Context: an optimization exercise on an open-source flow, tuned for small area. The choices shown serve that exercise and are no tape-out recipe. The RTL was checked by simulation tests, not by an equivalence proof against the original design. Power and IR drop assume default switching activity.

## north
// combine
module combine(led1, led2, led3, led4, led5, led6, l_red, l_blue, sw0, sw1, btn, clk, rst);
make LEC_CHECK=0 CAP_MARGIN=20 CORE_MARGIN=2 CORE_UTILIZATION=40 SLEW_MARGIN=20 finish   # period 8.0 ns
run.sh (not shown) runs the stock make flow with config.mk's settings and CLKGATE_MAP_FILE= SYNTH_SCRIPT=/design/flow/synth_recipe.tcl, a recipe that flattens the netlist after the stock synthesis.
Per the final summary, north finished and its layout is clean on timing, DRC and antenna.
--- input diff north..east ---
==> flow/flow/run.sh (new file) <==
#!/bin/bash
# Own layout flow: the standard layout (standard.sh), except that synthesis
# maps the logic with an area-oriented ABC script (area.abc) and without the
# platform's half/full adder cells. Synthesis is otherwise the standard flow's own script
# (synth_recipe.tcl: synth -nofsm -noshare, flatten, renames), so the registers
# keep the standard synthesis's names and cells.
set -euo pipefail
W=$PWD
F=$W/flow
export AREA_ABC_SCRIPT=$F/area.abc
make -C "$FLOW_HOME" DESIGN_CONFIG="$W/config.mk" WORK_HOME="$W/orfs" CLKGATE_MAP_FILE= \
  SYNTH_SCRIPT="$F/synth.tcl" ADDER_MAP_FILE= synth > "$W/synth.log" 2>&1
bash "$W/standard.sh" ADDER_MAP_FILE= > "$W/layout.log" 2>&1
==> flow/flow/area.abc (new file) <==
strash
&get -n
&fraig -x
&put
dc2
strash
&get -n
&dch -f
&nf -R 1000
&put
topo
==> flow/flow/synth.tcl (new file) <==
# synth_recipe.tcl with the final ABC mapping run on the script in $AREA_ABC_SCRIPT
proc synth {args} { yosys synth -nofsm -noshare {*}$args }
proc abc {args} {
  set i [lsearch -exact $args -script]
  if { $i >= 0 && [info exists ::env(AREA_ABC_SCRIPT)] } {
    set f [open $::env(AREA_ABC_SCRIPT) r]
    set s [string trim [read $f]]
    close $f
    lset args [expr { $i + 1 }] "+[join [split $s "\n"] ";"]"
  }
  yosys abc {*}$args
}
source $::env(SCRIPTS_DIR)/synth.tcl
# left out here: clear keep_hierarchy, flatten, clean up, hide names made inside functions, write 1_2_yosys.v
==> flow/standard.sh (new file) <==
#!/bin/bash
# synth_recipe.tcl (not shown) runs the flow's synth.tcl, then flattens the netlist and writes it again
# the make line also repeats each setting of config.mk as NAME=value (left out here)
make -C /OpenROAD-flow-scripts/flow DESIGN_CONFIG=/design/flow/config.mk WORK_HOME=/design/flow/orfs CLKGATE_MAP_FILE= SYNTH_SCRIPT=/design/flow/synth_recipe.tcl "${@:-finish}"
removed: flow/run.sh
--- outcome ---
- Note that the post-layout net count recorded for east amounts to 0.76 times the value seen in north.
- | tap cell count | east vs north | 64 lower |
- Re worst-margin pin slew: east and north aren't equal, and the lower value belongs to east.
- east vs north, clock group share of total power went up by 2.7 points.

========
run 1:
combine, a different RTL version from the one above (not shown whole).
Size: about 740 cells after synthesis, roughly 86 flip-flops, about 52 I/O pins, about 5300 um^2 of cells after synthesis.
Design combine, start of the top module:
module combine(led1, led2, led3, led4, led5, led6, l_red, l_blue, sw0, sw1, btn, clk, rst);
==> flow/config.mk <==
export PLATFORM = sky130hd
export DESIGN_NAME = combine
export DESIGN_NICKNAME = combine
export VERILOG_FILES = /design/flow/design.v
export SDC_FILE = /design/flow/constraint.sdc
export NUM_CORES = 4
export LEC_CHECK = 0
export CAP_MARGIN = 20
export CORE_MARGIN = 2
export CORE_UTILIZATION = 40
export SLEW_MARGIN = 20
==> flow/constraint.sdc <==
create_clock -name core_clock -period 8.0 [get_ports {clk}]
set_input_delay 1.6000 -clock core_clock [delete_from_list [all_inputs] [get_ports {clk}]]
set_output_delay 1.6000 -clock core_clock [all_outputs]
set_load 0.01 [all_outputs]
standard.sh (not shown) runs the stock make flow with config.mk's settings and CLKGATE_MAP_FILE= SYNTH_SCRIPT=/design/flow/synth_recipe.tcl, a recipe that flattens the netlist after the stock synthesis.
==> flow/flow/run.sh <==
#!/bin/bash
# Own layout flow: the standard layout (standard.sh), except that
# * synthesis maps the logic with an area-oriented ABC script (area.abc:
#   three rounds of a 200-second &deepsyn AIG optimisation, each followed by
#   &nf area mapping) and without the platform's half/full adder cells.
#   &deepsyn is randomised, so synthesis runs four times in parallel with
#   different &deepsyn seeds and the layout continues from the run with the
#   smallest cell area. Synthesis is otherwise the standard flow's own script
#   (synth_recipe.tcl: synth -nofsm -noshare, flatten, renames), so the
#   registers keep the standard synthesis's names and cells;
# * every port still gets its buffer, but a small one (buf_1);
# * clock tree synthesis builds the tree from clkbuf_8 cells, without dummy loads.
# Each tool's output goes to a log here: synth_sN.log for synthesis run N,
# synth_pick.log for the choice, layout.log for the rest of the layout.
set -uo pipefail
W=$PWD
F=$W/flow
P=${FLOW_PLATFORM:-sky130hd}
SEEDS="0 7 23 61"
for s in $SEEDS; do
  sed "s/&deepsyn -T \([0-9]*\)/\&deepsyn -T \1 -S $s/" "$F/area.abc" > "$W/area_s$s.abc"
  AREA_ABC_SCRIPT="$W/area_s$s.abc" make -C "$FLOW_HOME" DESIGN_CONFIG="$W/config.mk" \
    WORK_HOME="$W/orfs_s$s" CLKGATE_MAP_FILE= SYNTH_SCRIPT="$F/synth.tcl" ADDER_MAP_FILE= \
    synth > "$W/synth_s$s.log" 2>&1 &
done
wait
best=""
bestarea=""
for s in $SEEDS; do
  stat="$W/orfs_s$s/reports/$P/combine/base/synth_stat.txt"
  [[ -f "$stat" && -f "$W/orfs_s$s/results/$P/combine/base/1_synth.odb" ]] || continue
  area=$(sed -n "s/.*Chip area for module .*: *//p" "$stat" | head -1)
  echo "seed $s: area $area" >> "$W/synth_pick.log"
  if [[ -z "$best" ]] || awk -v a="$area" -v b="$bestarea" 'BEGIN { exit !(a < b) }'; then
    best=$s
    bestarea=$area
  fi
done
if [[ -z "$best" ]]; then
  echo "no synthesis run finished" >> "$W/synth_pick.log"
  exit 1
fi
echo "picked seed $best (area $bestarea)" >> "$W/synth_pick.log"
mv "$W/orfs_s$best" "$W/orfs"
set -e
bash "$W/standard.sh" ADDER_MAP_FILE= \
  "BUFFER_PORTS_ARGS=-buffer_cell sky130_fd_sc_hd__buf_1" \
  "CTS_ARGS=-sink_clustering_enable -repair_clock_nets -dont_use_dummy_load -buf_list sky130_fd_sc_hd__clkbuf_8" \
  > "$W/layout.log" 2>&1
==> flow/flow/area.abc <==
strash
&get -n
&fraig -x
&deepsyn -T 5
&put
strash
&get -n
&dch -f
&nf -R 1000
&put
strash
&get -n
&deepsyn -T 5
&put
strash
&get -n
&dch -f
&nf -R 1000
&put
strash
&get -n
&deepsyn -T 5
&put
strash
&get -n
&dch -f
&nf -R 1000
&put
topo
==> flow/flow/synth.tcl <==
# synth_recipe.tcl with the final ABC mapping run on the script in $AREA_ABC_SCRIPT
proc synth {args} { yosys synth -nofsm -noshare {*}$args }
proc abc {args} {
  set i [lsearch -exact $args -script]
  if { $i >= 0 && [info exists ::env(AREA_ABC_SCRIPT)] } {
    set f [open $::env(AREA_ABC_SCRIPT) r]
    set s [string trim [read $f]]
    close $f
    lset args [expr { $i + 1 }] "+[join [split $s "\n"] ";"]"
  }
  yosys abc {*}$args
}
source $::env(SCRIPTS_DIR)/synth.tcl
# left out here: clear keep_hierarchy, flatten, clean up, hide names made inside functions, write 1_2_yosys.v
What run 2 does differently from run 1 at the input level:
==> flow/flow/run.sh <==
#!/bin/bash
# Own layout flow: the standard layout (standard.sh), except that
# * synthesis maps the logic with an area-oriented ABC script (area.abc:
#   three rounds of a 200-second &deepsyn AIG optimisation, each followed
#   by &nf area mapping) and
#   without the platform's half/full adder cells. Synthesis is otherwise
#   the standard flow's own script (synth_recipe.tcl: synth -nofsm -noshare, flatten,
#   renames), so the registers keep the standard synthesis's names and cells;
# * every port still gets its buffer, but a small one (buf_1);
# * clock tree synthesis builds the tree from clkbuf_8 cells, without dummy loads.
set -euo pipefail
W=$PWD
F=$W/flow
export AREA_ABC_SCRIPT=$F/area.abc
make -C "$FLOW_HOME" DESIGN_CONFIG="$W/config.mk" WORK_HOME="$W/orfs" CLKGATE_MAP_FILE= \
  SYNTH_SCRIPT="$F/synth.tcl" ADDER_MAP_FILE= synth > "$W/synth.log" 2>&1
bash "$W/standard.sh" ADDER_MAP_FILE= \
  "BUFFER_PORTS_ARGS=-buffer_cell sky130_fd_sc_hd__buf_1" \
  "CTS_ARGS=-repair_clock_nets -dont_use_dummy_load -buf_list sky130_fd_sc_hd__clkbuf_16" \
  > "$W/layout.log" 2>&1
==> flow/flow/area.abc <==
strash
&get -n
&fraig -x
&put
dc2
strash
&get -n
&dch -f
&nf -R 1000
&put
topo
### Flow results
- Between run 2 and run 1, it is run 2 whose hold slack is higher, by 0.016 ns.
- Run 2 ended with every stage complete and zero timing, DRC or antenna violations.
- Compared with run 1, run 2 is the more power-hungry design.
- Run 2 vs run 1: multi-input gate count up
- Minimum period implied by the final worst setup slack up 0.43 ns in run 2 wrt run 1
- Going from run 1 to run 2, clock network latency to the later pin of the worst-skew pair did not really move; switching portion of total power went down; global routing met1 resource utilization did not really move.
diff inputs: run 2 => run 3
==> flow/flow/run.sh <==
#!/bin/bash
# Own layout flow: the standard layout (standard.sh), except that
# * synthesis maps the logic with an area-oriented ABC script (area.abc:
#   three rounds of a 200-second &deepsyn AIG optimisation, each followed by
#   &nf area mapping) and without the platform's half/full adder cells.
#   &deepsyn is randomised, so synthesis runs four times in parallel with
#   different &deepsyn seeds and the layout continues from the run with the
#   smallest cell area. Synthesis is otherwise the standard flow's own script
#   (synth_recipe.tcl: synth -nofsm -noshare, flatten, renames), so the
#   registers keep the standard synthesis's names and cells;
# * every port still gets its buffer, but a small one (buf_1);
# * clock tree synthesis builds the tree from clkbuf_8 cells, without dummy loads.
# Each tool's output goes to a log here: synth_sN.log for synthesis run N,
# synth_pick.log for the choice, layout.log for the rest of the layout.
set -uo pipefail
W=$PWD
F=$W/flow
P=${FLOW_PLATFORM:-sky130hd}
SEEDS="0 7 23 61"
for s in $SEEDS; do
  sed "s/&deepsyn -T \([0-9]*\)/\&deepsyn -T \1 -S $s/" "$F/area.abc" > "$W/area_s$s.abc"
  AREA_ABC_SCRIPT="$W/area_s$s.abc" make -C "$FLOW_HOME" DESIGN_CONFIG="$W/config.mk" \
    WORK_HOME="$W/orfs_s$s" CLKGATE_MAP_FILE= SYNTH_SCRIPT="$F/synth.tcl" ADDER_MAP_FILE= \
    synth > "$W/synth_s$s.log" 2>&1 &
done
wait
best=""
bestarea=""
for s in $SEEDS; do
  stat="$W/orfs_s$s/reports/$P/combine/base/synth_stat.txt"
  [[ -f "$stat" && -f "$W/orfs_s$s/results/$P/combine/base/1_synth.odb" ]] || continue
  area=$(sed -n "s/.*Chip area for module .*: *//p" "$stat" | head -1)
  echo "seed $s: area $area" >> "$W/synth_pick.log"
  if [[ -z "$best" ]] || awk -v a="$area" -v b="$bestarea" 'BEGIN { exit !(a < b) }'; then
    best=$s
    bestarea=$area
  fi
done
if [[ -z "$best" ]]; then
  echo "no synthesis run finished" >> "$W/synth_pick.log"
  exit 1
fi
echo "picked seed $best (area $bestarea)" >> "$W/synth_pick.log"
mv "$W/orfs_s$best" "$W/orfs"
set -e
bash "$W/standard.sh" ADDER_MAP_FILE= \
  "BUFFER_PORTS_ARGS=-buffer_cell sky130_fd_sc_hd__buf_1" \
  "CTS_ARGS=-sink_clustering_enable -repair_clock_nets -dont_use_dummy_load -buf_list sky130_fd_sc_hd__clkbuf_8" \
  > "$W/layout.log" 2>&1
==> flow/flow/area.abc <==
strash
&get -n
&fraig -x
&deepsyn -T 200
&put
strash
&get -n
&dch -f
&nf -R 1000
&put
strash
&get -n
&deepsyn -T 200
&put
strash
&get -n
&dch -f
&nf -R 1000
&put
strash
&get -n
&deepsyn -T 200
&put
strash
&get -n
&dch -f
&nf -R 1000
&put
topo
==> comparison <==
- The total detailed-routing wirelength of run 3 is lower than that of run 2.
- Worst-path maximum fanout, run 2 and run 3: lower on run 2
- Of run 2 and run 3, run 2 shows the higher worst hold slack, with run 3 below it.
- When run 3 is set beside run 2, its total area of multi-input combinational cells turns out to be 420 um^2 smaller.
Relative to run 3, the following input files were edited for run 4:
==> flow/flow/run.sh <==
#!/bin/bash
# Own layout flow: the standard layout (standard.sh), except that
# * synthesis maps the logic with an area-oriented ABC script (area.abc:
#   three rounds of a 200-second &deepsyn AIG optimisation, each followed
#   by &nf area mapping) and
#   without the platform's half/full adder cells. Synthesis is otherwise
#   the standard flow's own script (synth_recipe.tcl: synth -nofsm -noshare, flatten,
#   renames), so the registers keep the standard synthesis's names and cells;
# * every port still gets its buffer, but a small one (buf_1);
# * clock tree synthesis builds the tree from clkbuf_8 cells, without dummy loads.
set -euo pipefail
W=$PWD
F=$W/flow
export AREA_ABC_SCRIPT=$F/area.abc
make -C "$FLOW_HOME" DESIGN_CONFIG="$W/config.mk" WORK_HOME="$W/orfs" CLKGATE_MAP_FILE= \
  SYNTH_SCRIPT="$F/synth.tcl" ADDER_MAP_FILE= synth > "$W/synth.log" 2>&1
bash "$W/standard.sh" ADDER_MAP_FILE= \
  "BUFFER_PORTS_ARGS=-buffer_cell sky130_fd_sc_hd__buf_1" \
  "CTS_ARGS=-sink_clustering_enable -repair_clock_nets -dont_use_dummy_load -buf_list sky130_fd_sc_hd__clkbuf_8" \
  > "$W/layout.log" 2>&1
Results
- Run 3: flow completed, timing, DRC and antenna clean
- Run 4: flow completed, timing, DRC and antenna clean
- Cmp run 3 and run 4 / net count after synthesis / lower: run 3
- Against run 3, run 4 comes in 1.3 points higher on proportion of synthesized area in mux cells.
- Run 4 vs run 3: count of filler cells inserted in the layout up in run 4
- Sort run 3 and run 4 by critical path's largest stage delay, descending, and run 4 comes first.
- Run 4 vs run 3 on peak clock frequency supported by timing: run 4 is the higher one.
- Critical path depth in cells for run 4: 3 down relative to run 3
- Delta (run 4 minus run 3): die area higher, global-route wire length before repair higher, total vias in the final route higher.

==> what the ideal ports hide <==
How much do the figures lean on ideal ports? The routed layouts below were timed once more, with nothing changed but the port constraints. Step 1: set_driving_cell puts a clkbuf_16 on clk and a buf_2 on each other input, an assumption about the parent block. Step 2 times the ports against the registers' clock, not the clock port: input delays grow and output delays shrink by t, the midpoint of the rising clock arrivals with the driver on. a / b / c = ideal ports / drivers / drivers and shift; a / b = the first two.
run	t (ns)	slack for setup (ns)	hold WS [ns]	worst setup path after step 2	latest minus earliest clock arrival (ns)
north	0.393	0.794 / 0.750 / 1.143	0.384 / 0.384 / 0.384	register to output	0.008 / 0.008
east	0.398	1.564 / 1.520 / 1.918	0.382 / 0.382 / 0.382	register to output	0.011 / 0.011
run 1	0.399	1.761 / 1.729 / 2.129	0.418 / 0.418 / 0.418	register to output	0.015 / 0.015
run 2	0.384	1.334 / 1.294 / 1.678	0.434 / 0.434 / 0.434	register to output	0.026 / 0.026
run 3	0.405	1.236 / 1.202 / 1.607	0.429 / 0.429 / 0.429	register to output	0.012 / 0.012
run 4	0.407	1.697 / 1.663 / 2.070	0.415 / 0.415 / 0.415	register to output	0.026 / 0.027
After both steps every run listed still meets setup and hold.
